Background: an optimization exercise with open tools, aiming at a short achievable clock period and few clock cycles. Do not read the settings as production practice. The RTL was checked by simulation tests, not by an equivalence proof against the original design. Power figures rest on the tool's default switching activity, not on a simulated workload.

==> inputs of wip/yarrow <==
==> flow/design.v (excerpt) <==
module Pipeline_CPU(
    input clk,                  
    input rst,                  
    input [31:0] Data_in,       
    input [31:0] inst_IF,       
    output [31:0] PC_out_IF,    
    output MemRW_Mem,           
    output [31:0] Addr_out,     
    output [31:0] Data_out      
);
make LEC_CHECK=0 CAP_MARGIN=20 CORE_MARGIN=2 CORE_UTILIZATION=55 PLACE_DENSITY=0.75 SETUP_SLACK_MARGIN=3.2 SLEW_MARGIN=20 SYNTH_HIERARCHICAL=1 finish   # period 6.0 ns
run.sh (not shown) runs the stock make flow with config.mk's settings and CLKGATE_MAP_FILE= SYNTH_SCRIPT=/design/flow/synth_recipe.tcl, a recipe that flattens the netlist after the stock synthesis.
==> wip/maple (differences from wip/yarrow) <==
--- a/flow/design.v
+++ b/flow/design.v
@@ -12,16 +12,17 @@
     genvar gi;
     reg  [31:2] pc;
     reg  [31:0] pc_oh;           
     reg  [31:0] ic_v;
     reg  [11:7] ic_tag [0:31];
     reg  [31:0] ic_w   [0:31];
     reg  [31:0] w1_q;
     reg         w1_okq;
+    reg  [31:0] w1_o1, w1_o2;      
     reg  [31:0] btb_v;
     reg  [31:0] btb_tw  [0:31];
     reg  [31:0] btb_twv;
     reg  [8:7]  btb_tag [0:31];
     reg  [11:2] btb_tgt [0:31];
     reg  [11:2] btb_tg4 [0:31];
     reg  [1:0]  btb_cnt [0:31];
     reg         x0_chk, x1_chk;            
@@ -108,18 +109,24 @@
                    .tw(b0_tw), .twok(b0_twv));
     btb_look u_b1 (.oh(oh1), .tag(pc4[8:7]), .v(btb_v), .tags(tags_f), .tgts(tgts_f),
                    .tg4s(tg4s_f), .cnts(cnts_f),
                    .tws(tws_f), .twv(btb_twv),
                    .hit(b1_hit), .tk(b1_tk), .cnt(b1_cnt), .tgt(b1_tgt), .tg4(b1_tg4),
                    .tw(b1_tw), .twok(b1_twv));
     wire [31:0] rf01 = (r01 == 5'd0) ? 32'd0 : rf[r01];
     wire [31:0] rf02 = (r02 == 5'd0) ? 32'd0 : rf[r02];
-    wire [31:0] rf11 = (r11 == 5'd0) ? 32'd0 : rf[r11];
-    wire [31:0] rf12 = (r12 == 5'd0) ? 32'd0 : rf[r12];
+    wire [31:0] rf11, rf12;
+    wire [1023:0] rf_f;
+    assign rf_f[31:0] = 32'd0;
+    generate for (gi = 1; gi < 32; gi = gi + 1) begin : rff
+        assign rf_f[32*gi +: 32] = rf[gi];
+    end endgenerate
+    rf_oh u_rf11 (.oh(w1_o1), .r(rf_f), .y(rf11));
+    rf_oh u_rf12 (.oh(w1_o2), .r(rf_f), .y(rf12));
     wire [31:0] o01 = (m1_wr & m1_rd == r01) ? wb1 : (m0_wr & m0_rd == r01) ? wb0 : rf01;
     wire [31:0] o02 = (m1_wr & m1_rd == r02) ? wb1 : (m0_wr & m0_rd == r02) ? wb0 : rf02;
     wire [31:0] o11 = (m1_wr & m1_rd == r11) ? wb1 : (m0_wr & m0_rd == r11) ? wb0 : rf11;
     wire [31:0] o12 = (m1_wr & m1_rd == r12) ? wb1 : (m0_wr & m0_rd == r12) ? wb0 : rf12;
     wire e01_1 = x1_wr & (x1_rd == r01), e01_0 = ~e01_1 & x0_wr & (x0_rd == r01);
     wire e02_1 = x1_wr & (x1_rd == r02), e02_0 = ~e02_1 & x0_wr & (x0_rd == r02);
     wire e11_1 = x1_wr & (x1_rd == r11), e11_0 = ~e11_1 & x0_wr & (x0_rd == r11);
     wire e12_1 = x1_wr & (x1_rd == r12), e12_0 = ~e12_1 & x0_wr & (x0_rd == r12);
@@ -170,49 +177,69 @@
                 .d0(sum1), .d1(diff1), .d2(reso1), .d3(sum0), .d4(diff0), .d5(reso0), .d6(o11), .y(n1a));
     sel7 u_n1b (.s0(b1e1 & a1s), .s1(b1e1 & a1d), .s2(b1e1), .s3(b1e0 & a0s), .s4(b1e0 & a0d),
                 .s5(b1e0), .s6(~b1e1 & ~b1e0),
                 .d0(sum1), .d1(diff1), .d2(reso1), .d3(sum0), .d4(diff0), .d5(reso0), .d6(b1o), .y(n1b));
     sel7 u_n1s (.s0(e12_1 & a1s), .s1(e12_1 & a1d), .s2(e12_1), .s3(e12_0 & a0s), .s4(e12_0 & a0d),
                 .s5(e12_0), .s6(~e12_1 & ~e12_0),
                 .d0(sum1), .d1(diff1), .d2(reso1), .d3(sum0), .d4(diff0), .d5(reso0), .d6(o12), .y(n1sd));
     wire stall = lu0;
-    wire hold  = ~jr_m & ~mis & stall;
-    wire go0   = ~jr_m & ~mis & ~stall;
+    wire fgo   = ~jr_m & ~stall;
+    wire hold  = ~jr_m & stall;
+    wire go0   = fgo & ~mis;
     wire go1   = go0 & pair;
-    wire s_t0  = go0 & b0_tk;
-    wire s_t1  = go1 & b1_tk;
-    wire s_p8  = go1 & ~b1_tk;
-    wire s_p4  = go0 & ~pair & ~b0_tk;
-    wire [31:2] pc_nx = ({30{s_t0}} & {pc[31:12], b0_tgt}) | ({30{s_t1}} & {pc4[31:12], b1_tgt})
+    wire s_t0  = fgo & b0_tk;
+    wire s_t1  = fgo & pair & b1_tk;
+    wire s_p8  = fgo & pair & ~b1_tk;
+    wire s_p4  = fgo & ~pair & ~b0_tk;
+    wire [31:2] pc_fd = ({30{s_t0}} & {pc[31:12], b0_tgt}) | ({30{s_t1}} & {pc4[31:12], b1_tgt})
                       | ({30{s_p8}} & pc8) | ({30{s_p4}} & pc4) | ({30{hold}} & pc)
-                      | ({30{jr_m}} & m_jt) | ({30{mis0}} & rd0) | ({30{mis1}} & rd1);
+                      | ({30{jr_m}} & m_jt);
+    wire [31:2] pc_nx = mis0 ? rd0 : mis1r ? rd1 : pc_fd;
     wire [31:0] oh_bt0, oh_bt1, oh_mjt, oh_rd0, oh_rd1;
     dec5 u_o1 (.a(b0_tgt[6:2]), .y(oh_bt0));
     dec5 u_o2 (.a(b1_tgt[6:2]), .y(oh_bt1));
     dec5 u_o3 (.a(m_jt[6:2]),   .y(oh_mjt));
-    dec5 u_o4 (.a(rd0[6:2]),    .y(oh_rd0));
-    dec5 u_o5 (.a(rd1[6:2]),    .y(oh_rd1));
-    wire [31:0] oh_nx = ({32{s_t0}} & oh_bt0) | ({32{s_t1}} & oh_bt1) | ({32{s_p8}} & oh2)
-                      | ({32{s_p4}} & oh1) | ({32{hold}} & pc_oh) | ({32{jr_m}} & oh_mjt)
-                      | ({32{mis0}} & oh_rd0) | ({32{mis1}} & oh_rd1);
+    wire [31:0] oh_t0, oh_n0, oh_t1, oh_n1;
+    dec5 u_o4 (.a(x0_jal ? x0_jt[6:2] : x0_bt[6:2]), .y(oh_t0));
+    dec5 u_o5 (.a(x0_pc4[6:2]), .y(oh_n0));
+    dec5 u_o6 (.a(x1_jal ? x1_jt[6:2] : x1_bt[6:2]), .y(oh_t1));
+    dec5 u_o7 (.a(x1_pc4[6:2]), .y(oh_n1));
+    assign oh_rd0 = act0 ? oh_t0 : oh_n0;
+    assign oh_rd1 = act1 ? oh_t1 : oh_n1;
+    wire [31:0] oh_fd = ({32{s_t0}} & oh_bt0) | ({32{s_t1}} & oh_bt1) | ({32{s_p8}} & oh2)
+                      | ({32{s_p4}} & oh1) | ({32{hold}} & pc_oh) | ({32{jr_m}} & oh_mjt);
+    wire [31:0] oh_nx = mis0 ? oh_rd0 : mis1r ? oh_rd1 : oh_fd;
     wire [1023:0] icw_f;
     wire [159:0]  ict_f;
     generate for (gi = 0; gi < 32; gi = gi + 1) begin : icf
         assign icw_f[32*gi +: 32] = ic_w[gi];
         assign ict_f[5*gi +: 5]   = ic_tag[gi];
     end endgenerate
     wire [31:0] r8_w, r12_w;
     wire        r8_ok, r12_ok;
     ic_look u_c8  (.oh(oh2), .tag(pc8[11:7]),  .v(ic_v), .tags(ict_f), .ws(icw_f), .ok(r8_ok),  .w(r8_w));
     ic_look u_c12 (.oh(oh3), .tag(pc12[11:7]), .v(ic_v), .tags(ict_f), .ws(icw_f), .ok(r12_ok), .w(r12_w));
     wire [31:0] w1_nx = ({32{hold}} & w1_q) | ({32{s_p4}} & r8_w) | ({32{s_p8}} & r12_w)
                       | ({32{s_t0}} & b0_tw) | ({32{s_t1}} & b1_tw);
-    wire        ok_nx = (hold & w1_okq) | (s_p4 & r8_ok) | (s_p8 & r12_ok)
-                      | (s_t0 & b0_twv) | (s_t1 & b1_twv);
+    wire [31:0] o8_1, o8_2, o12_1, o12_2, ot0_1, ot0_2, ot1_1, ot1_2;
+    dec5 u_p1 (.a(r8_w[19:15]),  .y(o8_1));
+    dec5 u_p2 (.a(r8_w[24:20]),  .y(o8_2));
+    dec5 u_p3 (.a(r12_w[19:15]), .y(o12_1));
+    dec5 u_p4 (.a(r12_w[24:20]), .y(o12_2));
+    dec5 u_p5 (.a(b0_tw[19:15]), .y(ot0_1));
+    dec5 u_p6 (.a(b0_tw[24:20]), .y(ot0_2));
+    dec5 u_p7 (.a(b1_tw[19:15]), .y(ot1_1));
+    dec5 u_p8 (.a(b1_tw[24:20]), .y(ot1_2));
+    wire [31:0] o1_nx = ({32{hold}} & w1_o1) | ({32{s_p4}} & o8_1) | ({32{s_p8}} & o12_1)
+                      | ({32{s_t0}} & ot0_1) | ({32{s_t1}} & ot1_1);
+    wire [31:0] o2_nx = ({32{hold}} & w1_o2) | ({32{s_p4}} & o8_2) | ({32{s_p8}} & o12_2)
+                      | ({32{s_t0}} & ot0_2) | ({32{s_t1}} & ot1_2);
+    wire        ok_nx = ~mis & ((hold & w1_okq) | (s_p4 & r8_ok) | (s_p8 & r12_ok)
+                      | (s_t0 & b0_twv) | (s_t1 & b1_twv));
     wire k1 = ~jr_m & ~mis0;         
     always @(posedge clk or posedge rst) begin
         if (rst) begin
             pc     <= 30'd0;
             pc_oh  <= 32'd1;
             w1_okq <= 1'b0;
             x0_chk <= 1'b0; x1_chk <= 1'b0;
             x0_wr  <= 1'b0; x1_wr  <= 1'b0;
@@ -243,17 +270,19 @@
             m0_we  <= {31{~jr_m & x0_wr}} & (32'd1 << x0_rd) >> 1;
             m1_we  <= {31{k1 & x1_wr}} & (32'd1 << x1_rd) >> 1;
             m_ld   <= x_ld & (x_ms ? k1 : ~jr_m);
             m_st   <= x_st & (x_ms ? k1 : ~jr_m);
             m_jalr <= ~jr_m & x0_jalr;
         end
     end
     always @(posedge clk) begin
-        w1_q <= w1_nx;
+        w1_q  <= w1_nx;
+        w1_o1 <= o1_nx;
+        w1_o2 <= o2_nx;
         x0_rd <= r0d;  x1_rd <= r1d;
         x0_bne <= w0[12]; x1_bne <= w1[12];
         x0_bt <= bt0; x0_jt <= jt0; x0_pc4 <= pc4;
         x1_bt <= bt1; x1_jt <= jt1; x1_pc4 <= pc8;
         x0_a <= n0a; x0_b <= n0b; x0_sd <= n0sd; x0_pre <= pre0;
         x1_a <= n1a; x1_b <= n1b; x1_sd <= n1sd; x1_pre <= pre1;
         {x0_add, x0_sub, x0_sll, x0_srl, x0_sra, x0_slt, x0_sltu, x0_xor, x0_or, x0_and} <= d0_s;
         {x1_add, x1_sub, x1_sll, x1_srl, x1_sra, x1_slt, x1_sltu, x1_xor, x1_or, x1_and} <= d1_s;
@@ -514,8 +543,18 @@
 module br_res(input [31:0] a, input [31:0] b, input bne, input br, input jal,
               input live, input ptk, input tok,
               output taken, output act, output mis);
     wire eq = (a == b);
     assign taken = eq ^ bne;
     assign act   = jal | (br & taken);
     assign mis   = live & (ptk ? ~(act & tok) : act);
 endmodule
+module rf_oh(input [31:0] oh, input [1023:0] r, output [31:0] y);
+    reg [31:0] acc;
+    integer k;
+    always @(*) begin
+        acc = 32'd0;
+        for (k = 1; k < 32; k = k + 1)
+            acc = acc | ({32{oh[k]}} & r[32*k +: 32]);
+    end
+    assign y = acc;
+endmodule
Settings changed: CORE_UTILIZATION 55 to 40, PLACE_DENSITY 0.75 to 0.6.
==> comparison table <==
metric	wip/yarrow	wip/maple
Result of the run	stopped before the end	failed layout checks
Stage where the flow stopped	global routing (5_1_grt)	-
Violated checks	-	max-capacitance violations, max-slew violations
Post-Place Setup Slack	149.2 ps	234.6 ps
Die Width	719.2 um	852.1 um
Netlist Area Pre-Place	281300 um2	287700 um2
Placed Instance Area	293300 um2	302200 um2
Htree depth	5	6
Die height	719.2 um	852.1 um
Routability Congestion	1.166	1.106
Post-synthesis area per instance	9.830 um2	9.759 um2
Number of core rows	262	311
Placed cells	33940	37480
HPWL Detailed	1156 mm	1250 mm
Number of buffers inserted to repair setup after CTS	1391	1321
Number of instances in the synthesized netlist	28620	29480
Testbench counts of wip/yarrow, summed over its fixed seeds: cycles 41,367.
Testbench counts of wip/maple, summed over its fixed seeds: cycles 41,367.

========
==> 10-28 <==
Pipeline_CPU, a different RTL version from the one above (not shown whole).
export LEC_CHECK = 0
export CAP_MARGIN = 40
export CORE_MARGIN = 2
export CORE_UTILIZATION = 45
export PLACE_DENSITY = 0.65
export SETUP_SLACK_MARGIN = 3.2
export SLEW_MARGIN = 40
export SYNTH_HIERARCHICAL = 1
create_clock -name core_clock -period 6.0 [get_ports {clk}]
==> inputs of 01-17, as changes to 10-28 <==
--- a/flow/design.v
+++ b/flow/design.v
@@ -14,12 +14,11 @@
     reg         ex_wr;           
     reg  [4:0]  ex_rd;
     reg         ex_ld, ex_st, ex_br, ex_jal, ex_jalr;    
     reg         ex_bne;
     reg  [31:2] ex_bt, ex_jt, ex_pc4;
-    reg  [31:0] ex_a, ex_b, ex_sd, ex_pre;      
-    reg  [31:0] ex_ao, ex_bo, ex_ac, ex_bc;
+    reg  [31:0] ex_a, ex_b, ex_sd, ex_pre;
     reg         ex_s_add, ex_s_sub, ex_s_sll, ex_s_srl, ex_s_sra;
     reg         ex_s_slt, ex_s_sltu, ex_s_xor, ex_s_or, ex_s_and;
     reg         ex_hit;          
     reg  [1:0]  ex_cnt;
     reg  [4:0]  ex_bidx;
@@ -112,29 +111,29 @@
     wire [31:0] o2 = m2 ? wb : rf2;
     wire stall = ex_ld & ((use1 & e1) | (use2 & e2));
     wire [31:0] sum, diff;
     add32 u_add (.a(ex_a), .b(ex_b), .y(sum));
     sub32 u_sub (.a(ex_a), .b(ex_b), .y(diff));
-    wire        lts  = $signed(ex_ac) < $signed(ex_bc);
-    wire        ltu  = ex_ac < ex_bc;
-    wire [31:0] shl  = ex_ao << ex_bo[4:0];
-    wire [31:0] shr  = ex_ao >> ex_bo[4:0];
-    wire [31:0] sha  = $signed(ex_ao) >>> ex_bo[4:0];
+    wire        lts  = $signed(ex_a) < $signed(ex_b);
+    wire        ltu  = ex_a < ex_b;
+    wire [31:0] shl  = ex_a << ex_b[4:0];
+    wire [31:0] shr  = ex_a >> ex_b[4:0];
+    wire [31:0] sha  = $signed(ex_a) >>> ex_b[4:0];
     wire [31:0] res_o = ({32{ex_s_sll}}  & shl)
                       | ({32{ex_s_srl}}  & shr)
                       | ({32{ex_s_sra}}  & sha)
-                      | ({32{ex_s_xor}}  & (ex_ao ^ ex_bo))
-                      | ({32{ex_s_or}}   & (ex_ao | ex_bo))
-                      | ({32{ex_s_and}}  & (ex_ao & ex_bo))
+                      | ({32{ex_s_xor}}  & (ex_a ^ ex_b))
+                      | ({32{ex_s_or}}   & (ex_a | ex_b))
+                      | ({32{ex_s_and}}  & (ex_a & ex_b))
                       | ex_pre
                       | {31'd0, (ex_s_slt & lts) | (ex_s_sltu & ltu)};
     wire [31:0] ex_res;
     sel4 u_res (.s0(ex_s_add), .d0(sum), .s1(ex_s_sub), .d1(diff),
                 .s2(1'b1), .d2(res_o), .s3(1'b0), .d3(32'd0), .y(ex_res));
     wire jr_m  = m_jalr;
     wire taken, act, mis;
-    br_res u_br (.a(ex_ac), .b(ex_bc), .bne(ex_bne), .br(ex_br), .jal(ex_jal),
+    br_res u_br (.a(ex_a), .b(ex_b), .bne(ex_bne), .br(ex_br), .jal(ex_jal),
                  .live(ex_chk & ~jr_m), .ptk(ex_ptk), .tok(ex_pg & tok),
                  .taken(taken), .act(act), .mis(mis));
     wire [31:2] redir = act ? (ex_jal ? ex_jt : ex_bt) : ex_pc4;
     wire use_b2 = d_op | d_br;
     wire a_ea = e1 & ex_s_add, a_es = e1 & ex_s_sub;
@@ -147,21 +146,10 @@
                .s2(e1), .d2(res_o), .s3(~e1), .d3(o1), .y(a_nx));
     sel4 u_b  (.s0(b_ea), .d0(sum), .s1(b_es), .d1(diff),
                .s2(b_e), .d2(res_o), .s3(~b_e), .d3(b_oth), .y(b_nx));
     sel4 u_sd (.s0(e2 & ex_s_add), .d0(sum), .s1(e2 & ex_s_sub), .d1(diff),
                .s2(e2), .d2(res_o), .s3(~e2), .d3(o2), .y(sd_nx));
-    wire g_o = s_sll | s_srl | s_sra | s_xor | s_or | s_and;
-    wire g_c = s_slt | s_sltu | d_br;
-    wire [31:0] ao_nx, bo_nx, ac_nx, bc_nx;
-    sel4 u_ao (.s0(g_o & a_ea), .d0(sum), .s1(g_o & a_es), .d1(diff),
-               .s2(g_o & e1), .d2(res_o), .s3(g_o & ~e1), .d3(o1), .y(ao_nx));
-    sel4 u_bo (.s0(g_o & b_ea), .d0(sum), .s1(g_o & b_es), .d1(diff),
-               .s2(g_o & b_e), .d2(res_o), .s3(g_o & ~b_e), .d3(b_oth), .y(bo_nx));
-    sel4 u_ac (.s0(g_c & a_ea), .d0(sum), .s1(g_c & a_es), .d1(diff),
-               .s2(g_c & e1), .d2(res_o), .s3(g_c & ~e1), .d3(o1), .y(ac_nx));
-    sel4 u_bc (.s0(g_c & b_ea), .d0(sum), .s1(g_c & b_es), .d1(diff),
-               .s2(g_c & b_e), .d2(res_o), .s3(g_c & ~b_e), .d3(b_oth), .y(bc_nx));
     wire hold  = ~jr_m & stall;
     wire fgo   = ~jr_m & ~stall;
     wire [31:2] pc_nx;
     next_pc u_npc (.pc(pc), .pc4(pc4), .b_tgt(b_tgt), .b_tk(b_tk),
                    .m_jt(m_jt), .redir(redir), .fgo(fgo), .hold(hold),
@@ -230,14 +218,10 @@
         ex_ptgt   <= b_tgt;
         ex_lo     <= d_jal ? lo_j[9:0] : lo_b[9:0];
         ex_pg     <= d_jal ? pg_j : pg_b;
         ex_a      <= a_nx;
         ex_b      <= b_nx;
-        ex_ao     <= ao_nx;
-        ex_bo     <= bo_nx;
-        ex_ac     <= ac_nx;
-        ex_bc     <= bc_nx;
         ex_sd     <= sd_nx;
         ex_pre    <= (d_lui | d_auipc | d_jal | d_jalr) ? pre : 32'd0;
         ex_s_add  <= s_add;
         ex_s_sub  <= s_sub;
         ex_s_sll  <= s_sll;
==> inputs of 11-16, as changes to 10-28 <==
--- a/flow/design.v
+++ b/flow/design.v
@@ -14,12 +14,11 @@
     reg         ex_wr;           
     reg  [4:0]  ex_rd;
     reg         ex_ld, ex_st, ex_br, ex_jal, ex_jalr;    
     reg         ex_bne;
     reg  [31:2] ex_bt, ex_jt, ex_pc4;
-    reg  [31:0] ex_a, ex_b, ex_sd, ex_pre;      
-    reg  [31:0] ex_ao, ex_bo, ex_ac, ex_bc;
+    reg  [31:0] ex_a, ex_b, ex_sd, ex_pre;
     reg         ex_s_add, ex_s_sub, ex_s_sll, ex_s_srl, ex_s_sra;
     reg         ex_s_slt, ex_s_sltu, ex_s_xor, ex_s_or, ex_s_and;
     reg         ex_hit;          
     reg  [1:0]  ex_cnt;
     reg  [4:0]  ex_bidx;
@@ -112,29 +111,29 @@
     wire [31:0] o2 = m2 ? wb : rf2;
     wire stall = ex_ld & ((use1 & e1) | (use2 & e2));
     wire [31:0] sum, diff;
     add32 u_add (.a(ex_a), .b(ex_b), .y(sum));
     sub32 u_sub (.a(ex_a), .b(ex_b), .y(diff));
-    wire        lts  = $signed(ex_ac) < $signed(ex_bc);
-    wire        ltu  = ex_ac < ex_bc;
-    wire [31:0] shl  = ex_ao << ex_bo[4:0];
-    wire [31:0] shr  = ex_ao >> ex_bo[4:0];
-    wire [31:0] sha  = $signed(ex_ao) >>> ex_bo[4:0];
+    wire        lts  = $signed(ex_a) < $signed(ex_b);
+    wire        ltu  = ex_a < ex_b;
+    wire [31:0] shl  = ex_a << ex_b[4:0];
+    wire [31:0] shr  = ex_a >> ex_b[4:0];
+    wire [31:0] sha  = $signed(ex_a) >>> ex_b[4:0];
     wire [31:0] res_o = ({32{ex_s_sll}}  & shl)
                       | ({32{ex_s_srl}}  & shr)
                       | ({32{ex_s_sra}}  & sha)
-                      | ({32{ex_s_xor}}  & (ex_ao ^ ex_bo))
-                      | ({32{ex_s_or}}   & (ex_ao | ex_bo))
-                      | ({32{ex_s_and}}  & (ex_ao & ex_bo))
+                      | ({32{ex_s_xor}}  & (ex_a ^ ex_b))
+                      | ({32{ex_s_or}}   & (ex_a | ex_b))
+                      | ({32{ex_s_and}}  & (ex_a & ex_b))
                       | ex_pre
                       | {31'd0, (ex_s_slt & lts) | (ex_s_sltu & ltu)};
     wire [31:0] ex_res;
     sel4 u_res (.s0(ex_s_add), .d0(sum), .s1(ex_s_sub), .d1(diff),
                 .s2(1'b1), .d2(res_o), .s3(1'b0), .d3(32'd0), .y(ex_res));
     wire jr_m  = m_jalr;
     wire taken, act, mis;
-    br_res u_br (.a(ex_ac), .b(ex_bc), .bne(ex_bne), .br(ex_br), .jal(ex_jal),
+    br_res u_br (.a(ex_a), .b(ex_b), .bne(ex_bne), .br(ex_br), .jal(ex_jal),
                  .live(ex_chk & ~jr_m), .ptk(ex_ptk), .tok(ex_pg & tok),
                  .taken(taken), .act(act), .mis(mis));
     wire [31:2] redir = act ? (ex_jal ? ex_jt : ex_bt) : ex_pc4;
     wire use_b2 = d_op | d_br;
     wire a_ea = e1 & ex_s_add, a_es = e1 & ex_s_sub;
@@ -147,21 +146,10 @@
                .s2(e1), .d2(res_o), .s3(~e1), .d3(o1), .y(a_nx));
     sel4 u_b  (.s0(b_ea), .d0(sum), .s1(b_es), .d1(diff),
                .s2(b_e), .d2(res_o), .s3(~b_e), .d3(b_oth), .y(b_nx));
     sel4 u_sd (.s0(e2 & ex_s_add), .d0(sum), .s1(e2 & ex_s_sub), .d1(diff),
                .s2(e2), .d2(res_o), .s3(~e2), .d3(o2), .y(sd_nx));
-    wire g_o = s_sll | s_srl | s_sra | s_xor | s_or | s_and;
-    wire g_c = s_slt | s_sltu | d_br;
-    wire [31:0] ao_nx, bo_nx, ac_nx, bc_nx;
-    sel4 u_ao (.s0(g_o & a_ea), .d0(sum), .s1(g_o & a_es), .d1(diff),
-               .s2(g_o & e1), .d2(res_o), .s3(g_o & ~e1), .d3(o1), .y(ao_nx));
-    sel4 u_bo (.s0(g_o & b_ea), .d0(sum), .s1(g_o & b_es), .d1(diff),
-               .s2(g_o & b_e), .d2(res_o), .s3(g_o & ~b_e), .d3(b_oth), .y(bo_nx));
-    sel4 u_ac (.s0(g_c & a_ea), .d0(sum), .s1(g_c & a_es), .d1(diff),
-               .s2(g_c & e1), .d2(res_o), .s3(g_c & ~e1), .d3(o1), .y(ac_nx));
-    sel4 u_bc (.s0(g_c & b_ea), .d0(sum), .s1(g_c & b_es), .d1(diff),
-               .s2(g_c & b_e), .d2(res_o), .s3(g_c & ~b_e), .d3(b_oth), .y(bc_nx));
     wire hold  = ~jr_m & stall;
     wire fgo   = ~jr_m & ~stall;
     wire [31:2] pc_nx;
     next_pc u_npc (.pc(pc), .pc4(pc4), .b_tgt(b_tgt), .b_tk(b_tk),
                    .m_jt(m_jt), .redir(redir), .fgo(fgo), .hold(hold),
@@ -230,14 +218,10 @@
         ex_ptgt   <= b_tgt;
         ex_lo     <= d_jal ? lo_j[9:0] : lo_b[9:0];
         ex_pg     <= d_jal ? pg_j : pg_b;
         ex_a      <= a_nx;
         ex_b      <= b_nx;
-        ex_ao     <= ao_nx;
-        ex_bo     <= bo_nx;
-        ex_ac     <= ac_nx;
-        ex_bc     <= bc_nx;
         ex_sd     <= sd_nx;
         ex_pre    <= (d_lui | d_auipc | d_jal | d_jalr) ? pre : 32'd0;
         ex_s_add  <= s_add;
         ex_s_sub  <= s_sub;
         ex_s_sll  <= s_sll;
CORE_UTILIZATION = 50   (was 45)
PLACE_DENSITY = 0.7   (was 0.65)
SETUP_SLACK_MARGIN = 3.4   (was 3.2)
==> comparison table <==
Top Consumer: 01-17 registers; 10-28 registers; 11-16 combinational cells
Internal reg-to-reg setup slack: 01-17 2.58 ns; 10-28 2.49 ns; 11-16 2.55 ns
Destination of the critical timing path: 01-17 m_res[14]; 10-28 ex_bo[30]; 11-16 m_res[30]
Wire length of the first global-routing pass: 01-17 683 mm; 10-28 721 mm; 11-16 705 mm
Clock insertion delay at the later pin of the skew report: 01-17 0.95 ns; 10-28 0.99 ns; 11-16 0.93 ns
Power in the clock group: 01-17 13.9 mW; 10-28 14.9 mW; 11-16 13.6 mW
Post-synthesis share of cell area spent on and, or, nand and nor gates: 01-17 12.7%; 10-28 12.5%; 11-16 12.7%
Chip Height: 01-17 472 um; 10-28 484 um; 11-16 448 um
Signal inverters: 01-17 202; 10-28 218; 11-16 202
Status: 01-17 finished clean; 10-28 finished clean; 11-16 finished clean
Area of the multi-input gates: 01-17 49300 um^2; 10-28 54300 um^2; 11-16 50600 um^2
Number of sequential storage elements: 01-17 1988; 10-28 2116; 11-16 1988
Clock Network Area Fraction: 01-17 5.95%; 10-28 5.82%; 11-16 5.62%
Logic power comb: 01-17 22.1 mW; 10-28 23.0 mW; 11-16 24.9 mW
Reg-to-Reg End: 01-17 m_res[14]; 10-28 ex_sd[30]; 11-16 m_res[30]
Min-delay src: 01-17 ex_sd[26]; 10-28 ex_sd[31]; 11-16 ex_sd[8]
Testbench counts of 10-28, summed over its fixed seeds: cycles 52,246.
Testbench counts of 01-17, summed over its fixed seeds: cycles 52,246.
Testbench counts of 11-16, summed over its fixed seeds: cycles 52,246.

## afterwards: timing with drivers on the ports
The results above use ideal ports. As a check the final layouts listed here were re-extracted and re-timed, cells and wires unchanged. Step 1, drivers: a clkbuf_16 drives clk and a buf_2 each remaining input, both assumed. Step 2 moves the port delays by t, midway between the first and last clock arrival at a register: inputs arrive t later, outputs are due t later. That takes back most of the time a late clock gives input paths. a / b / c = ideal ports / drivers / drivers and shift; a / b = the first two.
run | t (ns) | setup WS [ns] | worst setup path after step 2 | worst register clock-pin slew, ns
wip/maple | 1.396 | 1.919 / 1.919 / 0.559 | input to register | 0.08 / 0.08
10-28 | 1.038 | 2.443 / 2.442 / 1.405 | input to register | 0.08 / 0.08
01-17 | 0.983 | 2.575 / 2.575 / 1.604 | input to register | 0.07 / 0.07
11-16 | 0.986 | 2.549 / 2.549 / 1.710 | input to register | 0.08 / 0.08
The setup slack of wip/maple, which loses most, moves by 0.000 ns with the drivers and by -1.360 ns with both steps.
